This is an optimization exercise on Yosys and OpenROAD, whose aim is small area, not a production implementation. Where RTL was checked, it was by simulation tests only, not by an equivalence proof against the original. Function not checked in runs 1 to 3: the RTL went through the layout flow alone. Power figures rest on the tool's default switching activity, not on a simulated workload.

### constraint.sdc
create_clock -name core_clock -period 30.0 [get_ports {clk}]
set_input_delay 6.0000 -clock core_clock [delete_from_list [all_inputs] [get_ports {clk}]]
set_output_delay 6.0000 -clock core_clock [all_outputs]
set_load 0.01 [all_outputs]
### design.v
module ultrasonic_sensor (
    input clk,
    input rst,
    input echo,
    output trigger,
    output [8:0] distance_cm,
    output distance_ready
);
    localparam [11:0] R500  = 12'd3630;
    localparam [11:0] R2899 = 12'd3674;
    localparam [11:0] R101  = 12'd29;
    localparam [8:0]  Q_TMO = 9'd431;    
    localparam [2:0] S0 = 3'd0, S1 = 3'd6, S2 = 3'd1, S3 = 3'd3, S4 = 3'd2, S0R = 3'd4;
    reg [2:0] state;
    reg echo_d, echo_dd;
    reg [11:0] r;
    reg [8:0] q;
    assign trigger = (state == S1);
    assign distance_ready = (state == S0R);
    assign distance_cm = q;
    wire rise = echo_d & ~echo_dd;
    wire fall = ~echo_d & echo_dd;
    wire wrap = (r == R2899);
    wire tmo = (q == Q_TMO) && (r == R101);
    wire p500 = (r == R500);
    wire [11:0] rstep = {r[10:0], ~(r[11] ^ r[10])};
    reg clr;
    always @(*) begin
        case (state)
            S1: clr = p500;
            S2: clr = rise;
            S3: clr = 1'b0;
            S4: clr = 1'b0;
            default: clr = 1'b1;
        endcase
    end
    wire qen = wrap & ((state == S2) | ((state == S3) & ~fall));
    always @(posedge clk) begin
        echo_d <= echo;
        echo_dd <= echo_d;
        r <= (clr | wrap) ? 12'd0 : rstep;
        q <= clr ? 9'd0 : q + qen;
    end
    always @(posedge clk or posedge rst) begin
        if (rst)
            state <= S0;
        else
            case (state)
                S0, S0R: state <= S1;
                S1: if (p500) state <= S2;
                S2: if (rise) state <= S3; else if (tmo) state <= S0;
                S3: if (fall) state <= S4; else if (tmo) state <= S0;
                S4: state <= S0R;
                default: state <= S0;
            endcase
    end
endmodule
module top_module (
    input clk,
    input rst,
    input echo1, echo2,
    output trigger1, trigger2,
    output tx
);
    wire [8:0] d1, d2;
    wire rdy1, rdy2;
    ultrasonic_sensor sensor_tono (
        .clk(clk), .rst(rst), .echo(echo1), .trigger(trigger1),
        .distance_cm(d1), .distance_ready(rdy1)
    );
    ultrasonic_sensor sensor_volumen (
        .clk(clk), .rst(rst), .echo(echo2), .trigger(trigger2),
        .distance_cm(d2), .distance_ready(rdy2)
    );
    function [5:0] kmap(input [8:0] d);
        kmap = (d < 5) ? 6'd0 : (d > 60) ? 6'd55 : d - 5;
    endfunction
    function [4:0] noff(input [5:0] k);
        begin
            noff[0] = (k == 6'd2) |
                (k == 6'd3) |
                (k == 6'd6) |
                (k == 6'd7) |
                (k == 6'd10) |
                (k == 6'd13) |
                (k == 6'd14) |
                (k == 6'd17) |
                (k == 6'd18) |
                (k == 6'd21) |
                (k == 6'd24) |
                (k == 6'd25) |
                (k == 6'd28) |
                (k == 6'd29) |
                (k == 6'd32) |
                (k == 6'd35) |
                (k == 6'd36) |
                (k == 6'd39) |
                (k == 6'd40) |
                (k == 6'd43) |
                (k == 6'd46) |
                (k == 6'd47) |
                (k == 6'd50) |
                (k == 6'd51) |
                (k == 6'd54);
            noff[1] = (k == 6'd4) |
                (k == 6'd5) |
                (k == 6'd6) |
                (k == 6'd7) |
                (k == 6'd11) |
                (k == 6'd12) |
                (k == 6'd13) |
                (k == 6'd14) |
                (k == 6'd19) |
                (k == 6'd20) |
                (k == 6'd21) |
                (k == 6'd26) |
                (k == 6'd27) |
                (k == 6'd28) |
                (k == 6'd29) |
                (k == 6'd33) |
                (k == 6'd34) |
                (k == 6'd35) |
                (k == 6'd36) |
                (k == 6'd41) |
                (k == 6'd42) |
                (k == 6'd43) |
                (k == 6'd48) |
                (k == 6'd49) |
                (k == 6'd50) |
                (k == 6'd51) |
                (k == 6'd55);
            noff[2] = (k == 6'd8) |
                (k == 6'd9) |
                (k == 6'd10) |
                (k == 6'd11) |
                (k == 6'd12) |
                (k == 6'd13) |
                (k == 6'd14) |
                (k == 6'd22) |
                (k == 6'd23) |
                (k == 6'd24) |
                (k == 6'd25) |
                (k == 6'd26) |
                (k == 6'd27) |
                (k == 6'd28) |
                (k == 6'd29) |
                (k == 6'd37) |
                (k == 6'd38) |
                (k == 6'd39) |
                (k == 6'd40) |
                (k == 6'd41) |
                (k == 6'd42) |
                (k == 6'd43) |
                (k == 6'd52) |
                (k == 6'd53) |
                (k == 6'd54) |
                (k == 6'd55);
            noff[3] = (k == 6'd15) |
                (k == 6'd16) |
                (k == 6'd17) |
                (k == 6'd18) |
                (k == 6'd19) |
                (k == 6'd20) |
                (k == 6'd21) |
                (k == 6'd22) |
                (k == 6'd23) |
                (k == 6'd24) |
                (k == 6'd25) |
                (k == 6'd26) |
                (k == 6'd27) |
                (k == 6'd28) |
                (k == 6'd29) |
                (k == 6'd44) |
                (k == 6'd45) |
                (k == 6'd46) |
                (k == 6'd47) |
                (k == 6'd48) |
                (k == 6'd49) |
                (k == 6'd50) |
                (k == 6'd51) |
                (k == 6'd52) |
                (k == 6'd53) |
                (k == 6'd54) |
                (k == 6'd55);
            noff[4] = (k == 6'd30) |
                (k == 6'd31) |
                (k == 6'd32) |
                (k == 6'd33) |
                (k == 6'd34) |
                (k == 6'd35) |
                (k == 6'd36) |
                (k == 6'd37) |
                (k == 6'd38) |
                (k == 6'd39) |
                (k == 6'd40) |
                (k == 6'd41) |
                (k == 6'd42) |
                (k == 6'd43) |
                (k == 6'd44) |
                (k == 6'd45) |
                (k == 6'd46) |
                (k == 6'd47) |
                (k == 6'd48) |
                (k == 6'd49) |
                (k == 6'd50) |
                (k == 6'd51) |
                (k == 6'd52) |
                (k == 6'd53) |
                (k == 6'd54) |
                (k == 6'd55);
        end
    endfunction
    function [6:0] vtab(input [5:0] k);
        begin
            vtab[0] = (k == 6'd0) |
                (k == 6'd1) |
                (k == 6'd2) |
                (k == 6'd3) |
                (k == 6'd7) |
                (k == 6'd8) |
                (k == 6'd9) |
                (k == 6'd13) |
                (k == 6'd14) |
                (k == 6'd15) |
                (k == 6'd16) |
                (k == 6'd20) |
                (k == 6'd21) |
                (k == 6'd22) |
                (k == 6'd26) |
                (k == 6'd27) |
                (k == 6'd28) |
                (k == 6'd29) |
                (k == 6'd33) |
                (k == 6'd34) |
                (k == 6'd35) |
                (k == 6'd39) |
                (k == 6'd40) |
                (k == 6'd41) |
                (k == 6'd42) |
                (k == 6'd46) |
                (k == 6'd47) |
                (k == 6'd48) |
                (k == 6'd52) |
                (k == 6'd53) |
                (k == 6'd54);
            vtab[1] = (k == 6'd0) |
                (k == 6'd2) |
                (k == 6'd4) |
                (k == 6'd6) |
                (k == 6'd7) |
                (k == 6'd9) |
                (k == 6'd11) |
                (k == 6'd14) |
                (k == 6'd16) |
                (k == 6'd18) |
                (k == 6'd21) |
                (k == 6'd23) |
                (k == 6'd25) |
                (k == 6'd26) |
                (k == 6'd28) |
                (k == 6'd30) |
                (k == 6'd32) |
                (k == 6'd33) |
                (k == 6'd35) |
                (k == 6'd37) |
                (k == 6'd40) |
                (k == 6'd42) |
                (k == 6'd44) |
                (k == 6'd47) |
                (k == 6'd49) |
                (k == 6'd51) |
                (k == 6'd52) |
                (k == 6'd54);
            vtab[2] = (k == 6'd0) |
                (k == 6'd1) |
                (k == 6'd4) |
                (k == 6'd5) |
                (k == 6'd7) |
                (k == 6'd8) |
                (k == 6'd11) |
                (k == 6'd12) |
                (k == 6'd14) |
                (k == 6'd15) |
                (k == 6'd18) |
                (k == 6'd19) |
                (k == 6'd21) |
                (k == 6'd22) |
                (k == 6'd25) |
                (k == 6'd28) |
                (k == 6'd29) |
                (k == 6'd32) |
                (k == 6'd35) |
                (k == 6'd36) |
                (k == 6'd39) |
                (k == 6'd42) |
                (k == 6'd43) |
                (k == 6'd46) |
                (k == 6'd49) |
                (k == 6'd50) |
                (k == 6'd52) |
                (k == 6'd53);
            vtab[3] = (k == 6'd0) |
                (k == 6'd1) |
                (k == 6'd2) |
                (k == 6'd3) |
                (k == 6'd7) |
                (k == 6'd8) |
                (k == 6'd9) |
                (k == 6'd10) |
                (k == 6'd14) |
                (k == 6'd15) |
                (k == 6'd16) |
                (k == 6'd17) |
                (k == 6'd21) |
                (k == 6'd22) |
                (k == 6'd23) |
                (k == 6'd24) |
                (k == 6'd28) |
                (k == 6'd29) |
                (k == 6'd30) |
                (k == 6'd31) |
                (k == 6'd35) |
                (k == 6'd36) |
                (k == 6'd37) |
                (k == 6'd38) |
                (k == 6'd42) |
                (k == 6'd43) |
                (k == 6'd44) |
                (k == 6'd45) |
                (k == 6'd49) |
                (k == 6'd50) |
                (k == 6'd51);
            vtab[4] = (k == 6'd0) |
                (k == 6'd1) |
                (k == 6'd2) |
                (k == 6'd3) |
                (k == 6'd4) |
                (k == 6'd5) |
                (k == 6'd6) |
                (k == 6'd14) |
                (k == 6'd15) |
                (k == 6'd16) |
                (k == 6'd17) |
                (k == 6'd18) |
                (k == 6'd19) |
                (k == 6'd20) |
                (k == 6'd28) |
                (k == 6'd29) |
                (k == 6'd30) |
                (k == 6'd31) |
                (k == 6'd32) |
                (k == 6'd33) |
                (k == 6'd34) |
                (k == 6'd42) |
                (k == 6'd43) |
                (k == 6'd44) |
                (k == 6'd45) |
                (k == 6'd46) |
                (k == 6'd47) |
                (k == 6'd48);
            vtab[5] = (k == 6'd0) |
                (k == 6'd1) |
                (k == 6'd2) |
                (k == 6'd3) |
                (k == 6'd4) |
                (k == 6'd5) |
                (k == 6'd6) |
                (k == 6'd7) |
                (k == 6'd8) |
                (k == 6'd9) |
                (k == 6'd10) |
                (k == 6'd11) |
                (k == 6'd12) |
                (k == 6'd13) |
                (k == 6'd28) |
                (k == 6'd29) |
                (k == 6'd30) |
                (k == 6'd31) |
                (k == 6'd32) |
                (k == 6'd33) |
                (k == 6'd34) |
                (k == 6'd35) |
                (k == 6'd36) |
                (k == 6'd37) |
                (k == 6'd38) |
                (k == 6'd39) |
                (k == 6'd40) |
                (k == 6'd41);
            vtab[6] = (k == 6'd0) |
                (k == 6'd1) |
                (k == 6'd2) |
                (k == 6'd3) |
                (k == 6'd4) |
                (k == 6'd5) |
                (k == 6'd6) |
                (k == 6'd7) |
                (k == 6'd8) |
                (k == 6'd9) |
                (k == 6'd10) |
                (k == 6'd11) |
                (k == 6'd12) |
                (k == 6'd13) |
                (k == 6'd14) |
                (k == 6'd15) |
                (k == 6'd16) |
                (k == 6'd17) |
                (k == 6'd18) |
                (k == 6'd19) |
                (k == 6'd20) |
                (k == 6'd21) |
                (k == 6'd22) |
                (k == 6'd23) |
                (k == 6'd24) |
                (k == 6'd25) |
                (k == 6'd26) |
                (k == 6'd27);
        end
    endfunction
    localparam [1:0] IDLE = 2'd0, SEND1 = 2'd1, SEND2 = 2'd2, SEND3 = 2'd3;
    reg [1:0] ns, vs;           
    reg [4:0] note_off;         
    reg [5:0] vol_k;            
    reg [5:0] vol_fly;          
    reg owner;                  
    reg [3:0] bi;
    reg [10:0] cnt;             
    localparam [10:0] C_T = 11'd1353;
    wire free = (bi == 4'd0);
    wire note_busy = (ns != IDLE);
    wire vol_busy = (vs != IDLE);
    wire vol_started = vs[1];
    wire note_go = free & ~vol_started;
    wire vol_go = free & (vol_started | ~note_busy);
    wire go = free & (note_busy | vol_busy);
    wire tick = (cnt == C_T);
    wire [10:0] cstep = {cnt[9:0], ~(cnt[10] ^ cnt[8])};
    always @(posedge clk) begin
        if (ns == IDLE && rdy1)
            note_off <= noff(kmap(d1));
        if (vs == IDLE && rdy2)
            vol_k <= kmap(d2);
        if (free) begin
            vol_fly <= vol_k;
            owner <= note_busy & ~vol_started;
        end
        cnt <= go ? C_T : tick ? 11'd0 : cstep;
    end
    always @(posedge clk or posedge rst) begin
        if (rst) begin
            ns <= IDLE;
            vs <= IDLE;
            bi <= 4'd0;
        end else begin
            if (ns == IDLE) begin
                if (rdy1) ns <= SEND1;
            end else if (note_go)
                ns <= ns + 2'd1;
            if (vs == IDLE) begin
                if (rdy2) vs <= SEND1;
            end else if (vol_go)
                vs <= vs + 2'd1;
            if (free) begin
                if (go) bi <= 4'd5;
            end else if (tick)
                bi <= bi + 4'd1;
        end
    end
    wire [7:0] note_byte = 8'd80 - {3'd0, note_off};
    wire [7:0] vol_byte = {1'b0, vtab(vol_fly)};
    reg [7:0] cur;
    always @(*) begin
        if (owner)
            cur = (ns == SEND2) ? 8'h90 : (ns == SEND3) ? note_byte : 8'd100;
        else
            cur = (vs == SEND2) ? 8'hB0 : (vs == SEND3) ? 8'h07 : vol_byte;
    end
    assign tx = bi[3] ? cur[bi[2:0]] : ~(bi[2] & bi[1] & bi[0]);
endmodule
### config.mk
export PLATFORM = sky130hd
export DESIGN_NAME = top_module
export DESIGN_NICKNAME = top_module
export VERILOG_FILES = /design/flow/design.v
export SDC_FILE = /design/flow/constraint.sdc
export NUM_CORES = 4
export LEC_CHECK = 0
export ABC_AREA = 1
export CAP_MARGIN = 20
export CORE_MARGIN = 2
export CORE_UTILIZATION = 40
export CTS_BUF_LIST = sky130_fd_sc_hd__clkbuf_8
export CTS_CLUSTER_DIAMETER = 100
export CTS_CLUSTER_SIZE = 50
export SLEW_MARGIN = 20
### run.sh
#!/bin/bash
# synth_recipe.tcl (not shown) runs the flow's synth.tcl, then flattens the netlist and writes it again
# the make line also repeats each setting of config.mk as NAME=value (left out here)
make -C /OpenROAD-flow-scripts/flow DESIGN_CONFIG=/design/flow/config.mk WORK_HOME=/design/flow/orfs CLKGATE_MAP_FILE= SYNTH_SCRIPT=/design/flow/synth_recipe.tcl finish
==> results of run 1 <==
## layer usage
metal / vias to the layer above / track usage, % / share of wire, % / wire (microns)
met5: - / 0 / 0 / 0
met4: 0 / 6.108 / 2.3 / 276
met3: 27 / 2.675 / 5.8 / 696
met2: 161 / 25.79 / 43 / 5149
met1: 2287 / 23.80 / 49 / 5983
li1: 2755 / - / - / -
## metrics by stage
stage          cell area (sq um)  util [%]
2_1_floorplan               5672         -
3_3_place_gp                5904     42.54
3_5_place_dp                5904     42.54
4_1_cts                     6131     44.17
5_1_grt                     6131     44.17
6_report                    6131     44.17
## registers in the layout, indices dropped and copies added, names as in the netlist, 2 cells and up
name                  count
sensor_tono.r            12
vol_fly                   6
cnt                      11
ns                        2
sensor_tono.q             9
sensor_volumen.q          9
sensor_volumen.state      3
sensor_volumen.r         12
bi                        4
sensor_tono.state         3
note_off                  5
vol_k                     6
vs                        2
## critical path: cells and delay by family (launching register included)
kind                   cells  cell delay [ns]
DFF                        1             0.45
and+or+nand+nor           15             1.85
buffers and inverters      1             0.53
## where the power goes
group          internal [W]  switching [W]
registers          0.000122    0.000000122
logic           0.000000412    0.000000558
clock network     0.0000495      0.0000415
## kinds of logic after synthesis
logic type | synth area share (%)
XOR/XNOR | 1.235
buffers and inverters | 9.662
AND/OR/NAND/NOR | 40.53
AO/OA/AOI/OAI | 7.898
flip-flops | 35.83
adder cells (fa/ha/maj) | 4.853
## path summary, 6_finish.rpt
| path | endpoint | slack [ns] | cells past startpoint |
|---|---|---|---|
| min reg2reg | sensor_volumen.echo_dd | 0.37 | 0 |
| max in group asynchronous | bi[1] | 23.62 | 2 |
| max reg2reg | bi[2] | 27.45 | 8 |
| min in group asynchronous | sensor_tono.state[0] | 6.01 | 2 |
| max | tx | 20.82 | 16 |
| min | sensor_volumen.echo_dd | 0.37 | 0 |
## cell type report
type | count | area share, %
multi-input cells | 629 | 50.43
clock buffers | 10 | 2.245
repair buffers | 6 | 0.9796
inverters | 132 | 8.082
clock inverters | 6 | 1.449
flip-flops and latches | 89 | 33.14
well taps | 180 | 3.673
## placed cells by master (no fill, tap or decap), types with 5 or more instances in the layout
cell and instances:
clkbuf_8 10, ha_1 22, xor2_1 7, inv_2 11, nor4_1 10, clkdlybuf4s50_1 6, nand2_1 232, dfrtp_1 14
nor2_1 145, nand2_2 5, dfxtp_1 57, nor3_1 16, nor2_2 8, inv_1 118, nand4_1 16, nand3_1 67
o21ai_0 28, edfxtp_1 18, or2_2 7, a21oi_1 19
==> flow_summary.ini, run 1 <==
[min_path]
min_from = sensor_volumen.echo_d
hold_path_class = reg -> reg

[synth]
ys_warn_count = 2
synth_edf_count = 18
synth_cell_type_count = 48
seq_area_frac_synth_pct = 35.83
syn_avg_cell_area_sq_um = 6.603
async_reset_ff_share_pct = 15.73
ys_ff_latch = 89
syn-cell-area_sq_mm = 0.005672
synth_top_area_share_pct = 20.12
ys_top_cells_by_area = dfxtp_1, nand2_1, nor2_1
syn_nets = 885
synthCells = 859
yosys.cell_count.top_type = nand2_1
synth_top_area_cell = dfxtp_1
ys_top_cells_by_count = nand2_1, nor2_1, inv_1, nand3_1, dfxtp_1
synth_flop_cell = dfxtp_1

[floorplanning]
fp.dieW_microns = 123.1
dieArea_sq_mm = 0.01515
dieHeight_microns = 123.1
num_io_pins = 7
initial_utilization_pct = 40.86
fp-row-count = 43
core_area_sq_mm = 0.01388

[layout]
register_area_sq_mm = 0.002032
area.growth.synth_to_final_pct = 8.096
layout-drive-gt1-share_pct = 7.110
final_nets = 893
multiInputGateArea_sq_mm = 0.003092
fillers = 1468
diodes = 0
stdcell_count = 1052

[timing]
tightest_slew_ns = 0.8784
relSlewSlack_pct = 41.23
period_share_pct = 30.59
fin_ws_ns = 20.82
period_minus_slack_ns = 9.178
hold_viol = 0
tns_ns = 0
fmax_mhz = 109.0
drv_slew = 0
hold_slack_ns = 0.3707
worst_clock_skew_ns = 0.009850
rsz0062_at_grt = false
setup_viol = 0

[worst_setup_path]
worst_ep_required_time_ns = 24.00
start_kind = flip-flop
critPathKind = reg -> out
crit_start = vol_fly[4]
worst_path_most_repeated_cell = nand2_1
crit_path_top_delay_cell = nor2_1
regToRegStartpoint = bi[0]
critPathCaptureType = output pin
crit_arrival_ns = 3.18
crit_fanout = 14
path_cells = nor2_1 > nand3_1 > nand2_1 > nor2_1 > nand2_1 > nor2_1 > nand2_1 > nand2_1 > nand2_1 > nand2_1 > nand3_1 > nand2_1 > nand2_1 > nand3_1 > nand2_1 > clkdlybuf4s50_1
max_stage_delay_ns = 0.71

[cts]
cts.sinks = 89
clkTransAtPathRegs_ns = 0.09
postCtsSetupRepairBufs = 0
cts_tree = yes
htreeDepth = 3
cts_root_buffer = clkbuf_8
cts_hold_buffers = 0
cts_made_buffers = 9
clk_path_buf_depth = 2
clkLatencyLatePin_ns = 0.35
cts_resized = 0

[global_routing]
grt_pass1_vias = 4669
grt_max_degree = 18
grt_use_total_pct = 16.78
grt_pass1_wl_microns = 20710
antenna_found_initial = 0
overflow = 0

[placed_design]
dp_slack_ns = 21.25
port_buffers = 6
place_congestion = 0.9517
place_hpwl_microns = 9375
place_inst = 1036

[drt]
wl_per_cell_microns = 11.51
dr.pass1.iters = 6
routed_via_density = 4.971
drt-initial-drc-count = 455
drt_wl_total_microns = 12100
ant_nets = 0
dr_total_vias = 5230
drc = 0

[power_and_ir_drop]
power_density_mw_per_mm2 = 34.92
ir_drop_v = 0.00004741
totalPowerFinal_w = 0.0002141
p_leak_nw = 3.118

[status]
status = timing/DRC/antenna clean

[run]
drv_cap = 0
==> inputs of run 2 (changes only) <==
--- a/config.mk
+++ b/config.mk
@@ -9,7 +9,7 @@
 export CAP_MARGIN = 20
 export CORE_MARGIN = 2
 export CORE_UTILIZATION = 40
-export CTS_BUF_LIST = sky130_fd_sc_hd__clkbuf_8
-export CTS_CLUSTER_DIAMETER = 100
-export CTS_CLUSTER_SIZE = 50
+export CTS_BUF_LIST = sky130_fd_sc_hd__clkbuf_16
+export CTS_CLUSTER_DIAMETER = 500
+export CTS_CLUSTER_SIZE = 100
 export SLEW_MARGIN = 20
==> run 2 against run 1 <==
Still clean on timing, DRC and antenna; critical path depth is 2 lower; clock skew is 0.0038 ns lower; maximum frequency hardly changed; cell count stayed put; final area is 1.4% higher; count of clock-buffer cells in the layout stayed put; utilization is 0.62 points higher; non-clock buffer count stayed put; sequential power hardly changed; die area stayed put; total power is 11% higher; synthesized cell count stayed put.
==> flow_summary.ini, run 2 <==
[status]
status = timing/DRC/antenna clean

[cts]
htreeDepth = 3
cts_tree = yes
cts_root_buffer = clkbuf_16
postCtsSetupRepairBufs = 0
clkLatencyLatePin_ns = 0.33
clkTransAtPathRegs_ns = 0.06
cts_resized = 0
cts_made_buffers = 9
cts.sinks = 89
clk_path_buf_depth = 2
cts_hold_buffers = 0

[timing]
fmax_mhz = 109.1
period_share_pct = 30.56
drv_slew = 0
relSlewSlack_pct = 40.66
worst_clock_skew_ns = 0.006058
hold_viol = 0
fin_ws_ns = 20.83
tns_ns = 0
setup_viol = 0
tightest_slew_ns = 0.8868
period_minus_slack_ns = 9.169
rsz0062_at_grt = false

[worst_setup_path]
start_kind = flip-flop
critPathKind = reg -> out
critPathCaptureType = output pin
crit_arrival_ns = 3.17
worst_ep_required_time_ns = 24.00
crit_fanout = 14

[floorplanning]
fp.dieW_microns = 123.1
num_io_pins = 7
dieHeight_microns = 123.1
core_area_sq_mm = 0.01388
dieArea_sq_mm = 0.01515
initial_utilization_pct = 40.86
fp-row-count = 43

[layout]
layout-drive-gt1-share_pct = 6.995
mostFrequentLayoutCells = nand2_1, nor2_1, inv_1
final_nets = 893
reg_top3 = sensor_tono.r x12, sensor_volumen.r x12, cnt x11
layout_commonest_cell = nand2_1
fillers = 1449
diodes = 0
area.growth.synth_to_final_pct = 9.618

[placed_design]
place_hpwl_microns = 9375
dp_slack_ns = 21.25
place_congestion = 0.9517
port_buffers = 6

[synth]
ys_top_cells_by_count = nand2_1, nor2_1, inv_1, nand3_1, dfxtp_1
synth_flop_cell = dfxtp_1
ys_top_cells_by_area = dfxtp_1, nand2_1, nor2_1
async_reset_ff_share_pct = 15.73
syn_avg_cell_area_sq_um = 6.603
yosys.cell_count.top_type = nand2_1
synth_top_area_cell = dfxtp_1
synth_cell_type_count = 48
synth_top_area_share_pct = 20.12
synthCells = 859
syn-cell-area_sq_mm = 0.005672
syn_nets = 885
synth_edf_count = 18
ys_ff_latch = 89
seq_area_frac_synth_pct = 35.83
ys_warn_count = 2

[global_routing]
grt_pass1_wl_microns = 20610
overflow = 0
grt_pass1_vias = 4641
grt_max_degree = 18
grt_use_total_pct = 16.74
antenna_found_initial = 0

[power_and_ir_drop]
ir_drop_v = 0.00005215
power_density_mw_per_mm2 = 38.20
p_leak_nw = 3.157

[drt]
routed_via_density = 4.966
ant_nets = 0
drt_wl_total_microns = 12030
drc = 0
wl_per_cell_microns = 11.44
drt-initial-drc-count = 388
dr.pass1.iters = 5
dr_total_vias = 5224

[run]
drv_cap = 0

[min_path]
hold_path_class = reg -> reg
==> run 2: cell counts after synthesis <==
No cell type changed its count.
==> run 2: final timing paths <==
path / end / from / cells past startpoint / slack, ns
worst max-delay path: tx / vol_fly[4] / 14 / 20.83
worst min-delay path: sensor_volumen.echo_dd / sensor_volumen.echo_d / 0 / 0.37
worst max register to register: bi[2] / bi[0] / 8 / 27.47
worst min register to register: sensor_volumen.echo_dd / sensor_volumen.echo_d / 0 / 0.37
max in group asynchronous: ns[1] / rst / 2 / 23.60
min in group asynchronous: sensor_tono.state[0] / rst / 2 / 6.03
==> run 2: through the flow <==
step / hold WS, ns / cells / util [%] / area (sq um) / total power (W)
3_3_place_gp: 0.3604 / 1036 / 42.54 / 5904 / 0.0001258
5_1_grt: 0.3762 / 1052 / 44.79 / 6217 / 0.0002455
3_5_place_dp: 0.3626 / 1036 / 42.54 / 5904 / 0.0001258
6_report: 0.3684 / 1052 / 44.79 / 6217 / 0.0002375
2_1_floorplan: 0.3512 / 859 / - / 5672 / 0.0001252
4_1_cts: 0.3708 / 1052 / 44.79 / 6217 / 0.0002410
==> run 2: metal layers <==
metal  GRT usage [%]  wire, microns
met3           2.675            748
met4           6.321            280
met2           25.59           5077
met1           23.77           5924
met5               0              0
==> run 2: critical path, stage by stage (launching register included) <==
cell and delay, ns:
edfxtp_1 0.44, nor2_1 0.72, nand3_1 0.27, nand2_1 0.18, a21oi_1 0.05, nand2_1 0.11
nor2_1 0.04, nand2_1 0.06, a21oi_1 0.06, nor2_1 0.10, nor2_1 0.05, nand2_1 0.07
nand3_1 0.07, nand2_1 0.08, clkdlybuf4s50_1 0.53
==> run 2: logic make-up after synthesis <==
group | share of synthesized area, %
DFF | 35.83
and+or+nand+nor | 40.53
xor gates and xnor gates | 1.235
buffers and inverters | 9.662
adders and majority gates | 4.853
AOI/OAI and AO/OA | 7.898
==> run 2: power by group <==
part	internal, W	total (W)	switching (W)
clock network	0.0000696	0.000114	0.0000448
logic	0.000000412	0.000000972	0.000000557
registers	0.000122	0.000122	0.000000120
total	0.000192	0.000237	0.0000454
==> run 2: cell type report <==
class	count	area (sq um)	share of cell area [%]
multi-input combinational	629	3092	49.73
sequential	89	2032	32.68
inverter	132	495.5	7.969
clock buffer	10	250.2	4.025
tap	180	225.2	3.622
clock inverter	6	62.56	1.006
timing repair buffer	6	60.06	0.9660
==> inputs of run 3 (changes only) <==
==> flow/run.sh (new file) <==
#!/bin/bash
# Own layout flow: the standard synthesis, then its combinational logic re-mapped
# for area (registers untouched), then the standard ORFS steps with a smaller
# clock tree (no dummy loads).
set -euo pipefail
HERE=$(pwd)
LIB=$FLOW_HOME/platforms/sky130hd/lib/sky130_fd_sc_hd__tt_025C_1v80.lib
R=$HERE/orfs/results/sky130hd/top_module/base

bash standard.sh synth > 1_standard_synth.log 2>&1
cp $R/1_2_yosys.v $HERE/1_2_yosys.standard.v

python3 flow/comblib.py $LIB $HERE/comb.lib > comblib.log 2>&1
bash flow/resynth.sh $HERE/1_2_yosys.standard.v $HERE/1_2_yosys.resynth.v $LIB $HERE/comb.lib flow/dontuse.txt flow/deepsyn.abc > resynth.log 2>&1
rm -f $HERE/comb.lib

cp $HERE/1_2_yosys.resynth.v $R/1_2_yosys.v
rm -f $R/1_synth.odb $R/1_synth.sdc
bash standard.sh synth > 1_synth_odb.log 2>&1

CTS="-sink_clustering_enable -repair_clock_nets -dont_use_dummy_load"
if [[ -f flow/cts_args ]]; then CTS=$(cat flow/cts_args); fi
bash standard.sh "CTS_ARGS=$CTS" finish > finish.log 2>&1
==> flow/comblib.py (new file) <==
# writes a liberty holding only the combinational cells of the input liberty
import re, sys
src = open(sys.argv[1]).read()
out = []
i = 0
pat = re.compile(r'\n\s*cell\s*\(\s*"?([\w]+)"?\s*\)\s*\{')
pos = 0
m = pat.search(src, pos)
head = src[:m.start()] if m else src
out.append(head)
while m:
    start = m.start()
    j = m.end(); depth = 1
    while depth:
        c = src[j]
        if c == '{': depth += 1
        elif c == '}': depth -= 1
        j += 1
    body = src[start:j]
    if not re.search(r'\b(ff|latch|statetable|ff_bank|latch_bank)\s*\(', body):
        out.append(body)
    pos = j
    m = pat.search(src, pos)
    if not m:
        out.append(src[pos:])
open(sys.argv[2], 'w').write(''.join(out))
==> flow/cts_args (new file) <==
-sink_clustering_enable -repair_clock_nets -dont_use_dummy_load -buf_list sky130_fd_sc_hd__clkbuf_8 -sink_clustering_size 50 -sink_clustering_max_diameter 100
==> flow/deepsyn.abc (new file) <==
strash
&get -n
&deepsyn -T 60
&put
dch -f
map -a
==> flow/dontuse.txt (new file) <==
sky130_fd_sc_hd__fill_1
sky130_fd_sc_hd__fill_2
sky130_fd_sc_hd__fill_4
sky130_fd_sc_hd__fill_8
sky130_fd_sc_hd__lpflow_bleeder_1
sky130_fd_sc_hd__lpflow_clkbufkapwr_1
sky130_fd_sc_hd__lpflow_clkbufkapwr_16
sky130_fd_sc_hd__lpflow_clkbufkapwr_2
sky130_fd_sc_hd__lpflow_clkbufkapwr_4
sky130_fd_sc_hd__lpflow_clkbufkapwr_8
sky130_fd_sc_hd__lpflow_clkinvkapwr_1
sky130_fd_sc_hd__lpflow_clkinvkapwr_16
sky130_fd_sc_hd__lpflow_clkinvkapwr_2
sky130_fd_sc_hd__lpflow_clkinvkapwr_4
sky130_fd_sc_hd__lpflow_clkinvkapwr_8
sky130_fd_sc_hd__lpflow_decapkapwr_12
sky130_fd_sc_hd__lpflow_decapkapwr_3
sky130_fd_sc_hd__lpflow_decapkapwr_4
sky130_fd_sc_hd__lpflow_decapkapwr_6
sky130_fd_sc_hd__lpflow_decapkapwr_8
sky130_fd_sc_hd__lpflow_inputiso0n_1
sky130_fd_sc_hd__lpflow_inputiso0p_1
sky130_fd_sc_hd__lpflow_inputiso1n_1
sky130_fd_sc_hd__lpflow_inputiso1p_1
sky130_fd_sc_hd__lpflow_inputisolatch_1
sky130_fd_sc_hd__lpflow_isobufsrc_1
sky130_fd_sc_hd__lpflow_isobufsrc_16
sky130_fd_sc_hd__lpflow_isobufsrc_2
sky130_fd_sc_hd__lpflow_isobufsrc_4
sky130_fd_sc_hd__lpflow_isobufsrc_8
sky130_fd_sc_hd__lpflow_isobufsrckapwr_16
sky130_fd_sc_hd__lpflow_lsbuf_lh_hl_isowell_tap_1
sky130_fd_sc_hd__lpflow_lsbuf_lh_hl_isowell_tap_2
sky130_fd_sc_hd__lpflow_lsbuf_lh_hl_isowell_tap_4
sky130_fd_sc_hd__lpflow_lsbuf_lh_isowell_4
sky130_fd_sc_hd__lpflow_lsbuf_lh_isowell_tap_1
sky130_fd_sc_hd__lpflow_lsbuf_lh_isowell_tap_2
sky130_fd_sc_hd__lpflow_lsbuf_lh_isowell_tap_4
sky130_fd_sc_hd__probe_p_8
sky130_fd_sc_hd__probec_p_8
==> flow/resynth.sh (new file) <==
#!/bin/bash
# resynth.sh IN.v OUT.v LIB COMBLIB DONTUSE ABCSCRIPT
# Re-maps the combinational logic of a mapped netlist; register cells are kept
# as they are (same instances, names and cell types).
set -euo pipefail
IN=$1; OUT=$2; LIB=$3; CLIB=$4; ABC=$6
DU=$(sed 's/^/-dont_use /' $5 | tr '\n' ' ')
yosys -p "
read_liberty -lib $LIB
read_liberty -overwrite -ignore_miss_func $CLIB
read_verilog $IN
hierarchy -check -top top_module
flatten
opt_clean -purge
stat -liberty $LIB
abc -liberty $LIB $DU -script $ABC
opt_clean -purge
hilomap -singleton -hicell sky130_fd_sc_hd__conb_1 HI -locell sky130_fd_sc_hd__conb_1 LO
splitnets
opt_clean -purge
insbuf -buf sky130_fd_sc_hd__buf_4 A X
rename -enumerate
stat -liberty $LIB
write_verilog -noattr -nohex -nodec $OUT
"
# the written netlist must consist of library cells only
yosys -p "read_liberty -lib $LIB; read_verilog $OUT; hierarchy -check -top top_module; check -assert -mapped"
==> standard.sh (new file) <==
#!/bin/bash
# synth_recipe.tcl (not shown) runs the flow's synth.tcl, then flattens the netlist and writes it again
# the make line also repeats each setting of config.mk as NAME=value (left out here)
make -C /OpenROAD-flow-scripts/flow DESIGN_CONFIG=/design/flow/config.mk WORK_HOME=/design/flow/orfs CLKGATE_MAP_FILE= SYNTH_SCRIPT=/design/flow/synth_recipe.tcl "${@:-finish}"
--- a/config.mk
+++ b/config.mk
@@ -9,7 +9,4 @@
 export CAP_MARGIN = 20
 export CORE_MARGIN = 2
 export CORE_UTILIZATION = 40
-export CTS_BUF_LIST = sky130_fd_sc_hd__clkbuf_16
-export CTS_CLUSTER_DIAMETER = 500
-export CTS_CLUSTER_SIZE = 100
 export SLEW_MARGIN = 20
removed: run.sh
==> run 3 against run 2 <==
Cell count is 37% lower; clock skew rose by 0.0032 ns; final area shrank 30%; register-to-register slack got worse by 0.07 ns; synthesized cell count decreased by 40%; hold slack gained 0.0056 ns; still clean on timing, DRC and antenna; critical endpoint unchanged; sequential share of layout area up 14 points; clock power is 46% lower; via count down 37%; maximum frequency fell by 1.3%; total power down 22%.
==> flow_summary.ini, run 3 <==
[global_routing]
antenna_found_initial = 0
grt_use_total_pct = 14.93
grt_pass1_wl_microns = 13460
grt_pass1_vias = 3095
overflow = 0
grt_max_degree = 15

[synth]
synthCells = 513
syn-cell-area_sq_mm = 0.003974
ys_warn_count = 2
syn_avg_cell_area_sq_um = 7.746
syn_nets = 517

[layout]
reg_top3 = sensor_tono.r x12, sensor_volumen.r x12, cnt x11
fin_util_pct = 44.64
layout_commonest_cell = nor2_1
fillers = 1042
area.growth.synth_to_final_pct = 9.289
final_nets = 536
final_cell_area_sq_mm = 0.004343
layout-drive-gt1-share_pct = 3.962
mostFrequentLayoutCells = nor2_1, clkinv_1, dfxtp_1
diodes = 0

[timing]
relSlewSlack_pct = 55.31
drv_slew = 0
hold_slack_ns = 0.3740
setup_viol = 0
rsz0062_at_grt = false
worst_clock_skew_ns = 0.009280
period_share_pct = 30.97
tightest_slew_ns = 0.6535
period_minus_slack_ns = 9.292
hold_viol = 0
tns_ns = 0
fmax_mhz = 107.6

[worst_setup_path]
crit_fanout = 7
critPathCaptureType = output pin
crit_arrival_ns = 3.29
critPathKind = reg -> out
worst_ep_required_time_ns = 24.00
start_kind = flip-flop

[floorplanning]
core_area_sq_mm = 0.009729
fp-row-count = 36
fp.dieW_microns = 103.7
initial_utilization_pct = 40.84
dieHeight_microns = 103.7
dieArea_sq_mm = 0.01075
num_io_pins = 7

[cts]
cts_made_buffers = 9
clkLatencyLatePin_ns = 0.34
cts_tree = yes
htreeDepth = 3
clkTransAtPathRegs_ns = 0.08
cts_resized = 0
cts.sinks = 89
clk_path_buf_depth = 2
postCtsSetupRepairBufs = 0
cts_hold_buffers = 0
cts_root_buffer = clkbuf_8

[drt]
wl_per_cell_microns = 11.44
routed_via_density = 4.992
ant_nets = 0
drt_wl_total_microns = 7588
drc = 0
dr_total_vias = 3310
drt-initial-drc-count = 125
dr.pass1.iters = 4

[placed_design]
place_congestion = 0.8940
port_buffers = 6
place_hpwl_microns = 5893
place_area_sq_mm = 0.004213

[min_path]
hold_path_class = reg -> reg

[run]
drv_cap = 0

[status]
status = timing/DRC/antenna clean

[power_and_ir_drop]
ir_drop_v = 0.00003463
p_leak_nw = 1.627
power_density_mw_per_mm2 = 42.56
==> run 3: changes by cell type in the layout (fill, tap and decap cells not counted), moves of 8 or more <==
cell       delta
nor3_1       +23
nand3_1      -46
inv_2        -11
clkbuf_16    -10
nor2_1       -34
ha_1         -22
nor2_2        -8
nand2_1     -185
inv_1       -118
clkbuf_8      +9
clkinv_1     +92
==> run 3: layout make-up <==
class	count	area, sq um	share of cell area [%]
flip-flops and latches	89	2032	46.79
multi-input cells	328	1588	36.56
inverters	96	360.3	8.297
well taps	133	166.4	3.832
clock buffers	9	123.9	2.852
repair buffers	8	72.57	1.671
==> run 3: critical path: stages (launching register included) <==
cell,delay (ns)
edfxtp_1,0.48
clkinv_1,0.17
nor2_1,0.10
nand2_1,0.09
nand2_1,0.07
nor2_1,0.15
nand2_1,0.12
a21oi_1,0.20
nor2_1,0.08
nor2_1,0.18
nor3_1,0.09
o311ai_0,0.29
o221ai_1,0.19
a22oi_1,0.19
clkdlybuf4s50_1,0.56
==> run 3: final timing paths <==
check	start	to	slack [ns]	cells after the start
worst max-delay path	vol_fly[4]	tx	20.71	14
worst min-delay path	sensor_volumen.echo_d	sensor_volumen.echo_dd	0.37	0
worst max register to register	sensor_volumen.r[10]	sensor_volumen.q[8]	27.40	16
worst min register to register	sensor_volumen.echo_d	sensor_volumen.echo_dd	0.37	0
max in group asynchronous	rst	sensor_tono.state[0]	23.75	2
min in group asynchronous	rst	bi[2]	5.97	2
==> run 3: routing by layer <==
layer / up-vias / routed length (microns) / global-route usage, %
met5: - / 0 / 0
met4: 0 / 163 / 6.757
met3: 13 / 243 / 3.021
met2: 55 / 3408 / 24.65
met1: 1492 / 3773 / 18.92
li1: 1750 / - / -
==> run 3: per-stage QoR <==
step                total power [W]  setup WS, ns  cells
CTS                       0.0001876         20.69    663
global placement          0.0001259         21.20    653
global route              0.0001924         20.39    663
detailed placement        0.0001259         21.09    654
floorplan                 0.0001253         21.92    513
finish                    0.0001848         20.71    663
==> run 3: power breakdown <==
group	internal [W]	switching, W
logic	0.000000437	0.000000651
registers	0.000122	0.000000142
clock network	0.0000269	0.0000348
total	0.000149	0.0000356
==> inputs of run 4 (changes only) <==
--- a/design.v
+++ b/design.v
@@ -6,53 +6,51 @@
     output [8:0] distance_cm,
     output distance_ready
 );
-    localparam [11:0] R500  = 12'd3630;
-    localparam [11:0] R2899 = 12'd3674;
-    localparam [11:0] R101  = 12'd29;
-    localparam [8:0]  Q_TMO = 9'd431;    
-    localparam [2:0] S0 = 3'd0, S1 = 3'd6, S2 = 3'd1, S3 = 3'd3, S4 = 3'd2, S0R = 3'd4;
-    reg [2:0] state;
-    reg echo_d, echo_dd;
-    reg [11:0] r;
-    reg [8:0] q;
-    assign trigger = (state == S1);
-    assign distance_ready = (state == S0R);
+    localparam [2:0] PM_ST = 3'd0;
+    localparam [11:0] PM_R = 12'd2730;
+    localparam [8:0] PM_Q = 9'd0;
+    localparam [1:0] PM_E = 2'd0;
+    localparam [11:0] R0 = 12'd3118;
+    reg [2:0] state_s;
+    reg [1:0] e_s;
+    reg [11:0] r_s;
+    reg [8:0] q_s;
+    wire [2:0] st = state_s ^ PM_ST;
+    wire [1:0] e = e_s ^ PM_E;          
+    wire [11:0] r = r_s ^ PM_R;
+    wire [8:0] q = q_s ^ PM_Q;
+    wire s_1 = st[2] & st[1];
+    wire s_0r = st[2] & ~st[1];
+    wire s_0 = ~st[2] & ~st[1] & ~st[0];
+    wire s_2 = ~st[2] & ~st[1] & st[0];
+    wire s_3 = ~st[2] & st[1] & st[0];
+    wire s_4 = ~st[2] & st[1] & ~st[0];
+    assign trigger = s_1;
+    assign distance_ready = s_0r;
     assign distance_cm = q;
-    wire rise = echo_d & ~echo_dd;
-    wire fall = ~echo_d & echo_dd;
-    wire wrap = (r == R2899);
-    wire tmo = (q == Q_TMO) && (r == R101);
-    wire p500 = (r == R500);
-    wire [11:0] rstep = {r[10:0], ~(r[11] ^ r[10])};
-    reg clr;
-    always @(*) begin
-        case (state)
-            S1: clr = p500;
-            S2: clr = rise;
-            S3: clr = 1'b0;
-            S4: clr = 1'b0;
-            default: clr = 1'b1;
-        endcase
-    end
-    wire qen = wrap & ((state == S2) | ((state == S3) & ~fall));
+    wire rise = e[0] & ~e[1];
+    wire fall = ~e[0] & e[1];
+    wire wrap = (r[0] & r[1] & r[2] & ~r[3] & ~r[5] & ~r[6] & ~r[7] & ~r[8] & r[9] & r[10]);    
+    wire p500 = (r[0] & r[1] & r[2] & r[3] & r[5] & ~r[7] & ~r[8]);    
+    wire tmo = q[0] & q[1] & q[2] & q[3] & q[5] & q[7] & q[8] & (r[4] & ~r[6] & r[8] & r[11]);    
+    wire clr = s_0 | s_0r | (s_1 & p500) | (s_2 & rise);
+    wire qen = wrap & (s_2 | (s_3 & ~fall));
+    wire [11:0] r_n = clr ? R0 : {r[10:0], ~(r[11] ^ r[10]) ^ wrap};
+    wire [8:0] q_n = clr ? 9'd0 : q + {8'd0, qen};
+    wire [2:0] st_n;
+    assign st_n[2] = s_0 | s_0r | (s_1 & ~p500) | s_4;
+    assign st_n[1] = s_0 | s_0r | (s_1 & ~p500) | (s_2 & rise) | (s_3 & (fall | ~tmo));
+    assign st_n[0] = (s_1 & p500) | (s_2 & (rise | ~tmo)) | (s_3 & ~fall & ~tmo);
     always @(posedge clk) begin
-        echo_d <= echo;
-        echo_dd <= echo_d;
-        r <= (clr | wrap) ? 12'd0 : rstep;
-        q <= clr ? 9'd0 : q + qen;
+        e_s <= {e[0], echo} ^ PM_E;
+        r_s <= r_n ^ PM_R;
+        q_s <= q_n ^ PM_Q;
     end
     always @(posedge clk or posedge rst) begin
         if (rst)
-            state <= S0;
+            state_s <= PM_ST;
         else
-            case (state)
-                S0, S0R: state <= S1;
-                S1: if (p500) state <= S2;
-                S2: if (rise) state <= S3; else if (tmo) state <= S0;
-                S3: if (fall) state <= S4; else if (tmo) state <= S0;
-                S4: state <= S0R;
-                default: state <= S0;
-            endcase
+            state_s <= st_n ^ PM_ST;
     end
 endmodule
 module top_module (
@@ -416,53 +414,57 @@
                 (k == 6'd27);
         end
     endfunction
-    localparam [1:0] IDLE = 2'd0, SEND1 = 2'd1, SEND2 = 2'd2, SEND3 = 2'd3;
-    reg [1:0] ns, vs;           
-    reg [4:0] note_off;         
-    reg [5:0] vol_k;            
-    reg [5:0] vol_fly;          
-    reg owner;                  
-    reg [3:0] bi;
-    reg [10:0] cnt;             
-    localparam [10:0] C_T = 11'd1353;
-    wire free = (bi == 4'd0);
-    wire note_busy = (ns != IDLE);
-    wire vol_busy = (vs != IDLE);
+    localparam [1:0] PM_NS = 2'd0, PM_VS = 2'd0;
+    localparam [4:0] PM_NO = 5'd0;
+    localparam [5:0] PM_VK = 6'd0, PM_VF = 6'd0;
+    localparam PM_OW = 1'd0;
+    localparam [3:0] PM_BI = 4'd0;
+    localparam [10:0] PM_C = 11'd1365;
+    reg [1:0] ns_s, vs_s;
+    reg [4:0] note_off_s;       
+    reg [5:0] vol_k_s;          
+    reg [5:0] vol_fly_s;        
+    reg owner_s;                
+    reg [3:0] bi_s;
+    reg [10:0] cnt_s;
+    wire [1:0] ns = ns_s ^ PM_NS, vs = vs_s ^ PM_VS;
+    wire [4:0] note_off = note_off_s ^ PM_NO;
+    wire [5:0] vol_k = vol_k_s ^ PM_VK, vol_fly = vol_fly_s ^ PM_VF;
+    wire owner = owner_s ^ PM_OW;
+    wire [3:0] bi = bi_s ^ PM_BI;
+    wire [10:0] cnt = cnt_s ^ PM_C;
+    wire free = ~bi[3] & ~bi[2];
+    wire note_busy = ns[1] | ns[0];
+    wire vol_busy = vs[1] | vs[0];
     wire vol_started = vs[1];
     wire note_go = free & ~vol_started;
     wire vol_go = free & (vol_started | ~note_busy);
     wire go = free & (note_busy | vol_busy);
-    wire tick = (cnt == C_T);
-    wire [10:0] cstep = {cnt[9:0], ~(cnt[10] ^ cnt[8])};
+    wire tick = (cnt[0] & cnt[3] & cnt[4] & ~cnt[5] & cnt[6] & cnt[7] & ~cnt[8] & ~cnt[9] & cnt[10]);
+    wire [1:0] ns_n = ~note_busy ? {1'b0, rdy1} : note_go ? ns + 2'd1 : ns;
+    wire [1:0] vs_n = ~vol_busy ? {1'b0, rdy2} : vol_go ? vs + 2'd1 : vs;
+    wire [3:0] bi_n = free ? (go ? 4'd5 : 4'd0) : tick ? bi + 4'd1 : bi;
+    wire [10:0] cnt_n = go ? 11'd1241 : {cnt[9:0], ~(cnt[10] ^ cnt[8]) ^ tick};
     always @(posedge clk) begin
-        if (ns == IDLE && rdy1)
-            note_off <= noff(kmap(d1));
-        if (vs == IDLE && rdy2)
-            vol_k <= kmap(d2);
+        if (~note_busy & rdy1)
+            note_off_s <= noff(kmap(d1)) ^ PM_NO;
+        if (~vol_busy & rdy2)
+            vol_k_s <= kmap(d2) ^ PM_VK;
         if (free) begin
-            vol_fly <= vol_k;
-            owner <= note_busy & ~vol_started;
+            vol_fly_s <= vol_k ^ PM_VF;
+            owner_s <= (note_busy & ~vol_started) ^ PM_OW;
         end
-        cnt <= go ? C_T : tick ? 11'd0 : cstep;
+        cnt_s <= cnt_n ^ PM_C;
     end
     always @(posedge clk or posedge rst) begin
         if (rst) begin
-            ns <= IDLE;
-            vs <= IDLE;
-            bi <= 4'd0;
+            ns_s <= PM_NS;
+            vs_s <= PM_VS;
+            bi_s <= PM_BI;
         end else begin
-            if (ns == IDLE) begin
-                if (rdy1) ns <= SEND1;
-            end else if (note_go)
-                ns <= ns + 2'd1;
-            if (vs == IDLE) begin
-                if (rdy2) vs <= SEND1;
-            end else if (vol_go)
-                vs <= vs + 2'd1;
-            if (free) begin
-                if (go) bi <= 4'd5;
-            end else if (tick)
-                bi <= bi + 4'd1;
+            ns_s <= ns_n ^ PM_NS;
+            vs_s <= vs_n ^ PM_VS;
+            bi_s <= bi_n ^ PM_BI;
         end
     end
     wire [7:0] note_byte = 8'd80 - {3'd0, note_off};
@@ -470,9 +472,9 @@
     reg [7:0] cur;
     always @(*) begin
         if (owner)
-            cur = (ns == SEND2) ? 8'h90 : (ns == SEND3) ? note_byte : 8'd100;
+            cur = (ns == 2'd2) ? 8'h90 : (ns == 2'd3) ? note_byte : 8'd100;
         else
-            cur = (vs == SEND2) ? 8'hB0 : (vs == SEND3) ? 8'h07 : vol_byte;
+            cur = (vs == 2'd2) ? 8'hB0 : (vs == 2'd3) ? 8'h07 : vol_byte;
     end
     assign tx = bi[3] ? cur[bi[2:0]] : ~(bi[2] & bi[1] & bi[0]);
 endmodule
==> run 4 against run 3 <==
Via count down 6.4%; synthesized cell count down 7.2%; die area down 4.0%; sequential power about the same; total power up 0.10%; sequential share of layout area up 2.0 points; sequential cell count unchanged; utilization up 0.47 points; maximum frequency down 1.1%; critical path type unchanged; largest cell class unchanged.
==> flow_summary.ini, run 4 <==
[power_and_ir_drop]
p_clk_share_pct = 33.3
p_sw_w = 0.00003565
power_density_mw_per_mm2 = 44.39
power_frac_seq_pct = 66.0
switching_share_pct = 19.27
p_int_w = 0.0001494
pwr-share-comb_pct = 0.7
p_leak_nw = 1.557
ir_drop_v = 0.00002400

[layout]
register_area_sq_mm = 0.002032
multiInputGateArea_sq_mm = 0.001516
final_nets = 497
layout-drive-gt1-share_pct = 2.444
fin_util_pct = 45.10
reg_top3 = sensor_tono.r_s x12, sensor_volumen.r_s x12, cnt_s x11
diodes = 0
layout_commonest_cell = nor2_1
mostFrequentLayoutCells = nor2_1, clkinv_1, nand2_1
area.growth.synth_to_final_pct = 9.393
fillers = 942

[drt]
drt_wl_total_microns = 7369
drt-initial-drc-count = 205
routed_via_density = 4.998
dr.pass1.iters = 4
ant_nets = 0
dr_total_vias = 3099
wl_per_cell_microns = 11.89
drc = 0

[floorplanning]
fp-row-count = 35
dieHeight_microns = 101.6
core_area_sq_mm = 0.009240
initial_utilization_pct = 41.23
fp.dieW_microns = 101.6
dieArea_sq_mm = 0.01032
num_io_pins = 7

[timing]
worst_clock_skew_ns = 0.01814
fmax_mhz = 106.4
drv_slew = 0
period_share_pct = 31.33
rsz0062_at_grt = false
relSlewSlack_pct = 42.60
hold_viol = 0
period_minus_slack_ns = 9.398
setup_viol = 0
tns_ns = 0
tightest_slew_ns = 0.8579

[cts]
cts_tree = yes
clkTransAtPathRegs_ns = 0.07
postCtsSetupRepairBufs = 0
clk_path_buf_depth = 2
htreeDepth = 3
cts_root_buffer = clkbuf_8
cts_resized = 0
cts_made_buffers = 9
cts_hold_buffers = 0
cts.sinks = 89
clkLatencyLatePin_ns = 0.34

[min_path]
holdPathStages = 0
hold_path_class = reg -> reg

[worst_setup_path]
critPathCaptureType = output pin
start_kind = flip-flop
crit_fanout = 6
crit_arrival_ns = 3.40
critPathKind = reg -> out
reg2reg_depth = 5
worst_ep_required_time_ns = 24.00

[placed_design]
port_buffers = 6
place_hpwl_microns = 5553
place_congestion = 0.8735

[global_routing]
overflow = 0
grt_use_total_pct = 15.54
grt_pass1_vias = 2892
grt_max_degree = 17
antenna_found_initial = 0
grt_pass1_wl_microns = 12720

[synth]
syn-cell-area_sq_mm = 0.003810
ys_warn_count = 2
syn_nets = 480
synthCells = 476
syn_avg_cell_area_sq_um = 8.004

[status]
status = timing/DRC/antenna clean

[run]
drv_cap = 0
## run 4: through the flow
step	total power [W]	instance area (sq um)	std cells	setup slack, ns	hold slack (ns)
6_report	0.0001850	4168	620	20.60	0.3659
5_1_grt	0.0001926	4168	620	20.33	0.3731
4_1_cts	0.0001872	4155	620	20.64	0.3646
3_5_place_dp	0.0001261	4031	611	21.01	0.3640
3_3_place_gp	0.0001261	4031	611	21.06	0.3547
2_1_floorplan	0.0001255	3810	476	21.76	0.3517
## run 4: area by class of cell
class,count,share of cell area [%]
sequential,89,48.75
multi-input combinational,314,36.39
inverter,73,6.575
tap,129,3.873
clock buffer,9,2.972
timing repair buffer,6,1.441
## run 4: metal layers
| layer | wire (microns) | vias to the layer above | GRT usage [%] |
|---|---|---|---|
| li1 | - | 1637 | - |
| met1 | 3668 | 1386 | 21.17 |
| met2 | 3269 | 60 | 23.94 |
| met3 | 248 | 16 | 2.553 |
| met4 | 183 | 0 | 7.796 |
| met5 | 0 | - | 0 |
## run 4: power groups by stage
stage	clock, W	combinational [W]	sequential (W)
6_report	0.0000616	0.00000127	0.000122
5_1_grt	0.0000690	0.00000149	0.000122
4_1_cts	0.0000638	0.00000131	0.000122
3_5_place_dp	0	0.00000131	0.000125
3_3_place_gp	0	0.00000129	0.000125
2_1_floorplan	0	0.000000686	0.000125
## run 4: worst max-delay path, cell delays in order, from the launching register on
cell,delay (ns)
edfxtp_1,0.46
nor2_1,0.31
clkinv_1,0.14
a211oi_1,0.33
clkinv_1,0.14
a21oi_1,0.22
nor2_1,0.09
nand2_1,0.10
a21oi_1,0.08
a211oi_1,0.25
o2111a_1,0.23
o211ai_1,0.08
o31ai_1,0.08
clkdlybuf4s50_1,0.57
## run 4: final timing paths
check | from | slack (ns) | endpoint
max | vol_fly_s[4] | 20.60 | tx
min | sensor_tono.e_s[0] | 0.37 | sensor_tono.e_s[1]
max reg2reg | bi_s[2] | 27.32 | bi_s[2]
min reg2reg | sensor_tono.e_s[0] | 0.37 | sensor_tono.e_s[1]
max in group asynchronous | rst | 23.76 | sensor_volumen.state_s[2]
min in group asynchronous | rst | 5.95 | sensor_tono.state_s[0]

==> what the ideal ports hide <==
In the flow no input, the clock included, has a driving cell. The finished layouts below were timed again as built, in two steps.
Step 1 sets driving cells, clkbuf_16 on the clock port and buf_2 on the other inputs (assumed; they add their load-dependent delay and slew).
Step 2 adds t to the input delays and takes it off the output delays; t is the mean of the earliest and latest rising clock arrival at the registers after step 1. Input paths then give back, and output paths get back, about the clock's delay inside the block.
a / b / c = no drivers / after step 1 / after step 2; a / b = the first two.
run | t, ns | slack for setup (ns) | worst register clock-pin slew, ns
run 1 | 0.377 | 20.822 / 20.789 / 21.166 | 0.09 / 0.09
run 2 | 0.367 | 20.831 / 20.794 / 21.161 | 0.06 / 0.06
run 3 | 0.370 | 20.708 / 20.675 / 21.045 | 0.08 / 0.08
run 4 | 0.365 | 20.602 / 20.572 / 20.937 | 0.08 / 0.08
After both steps every run listed still meets setup and hold.
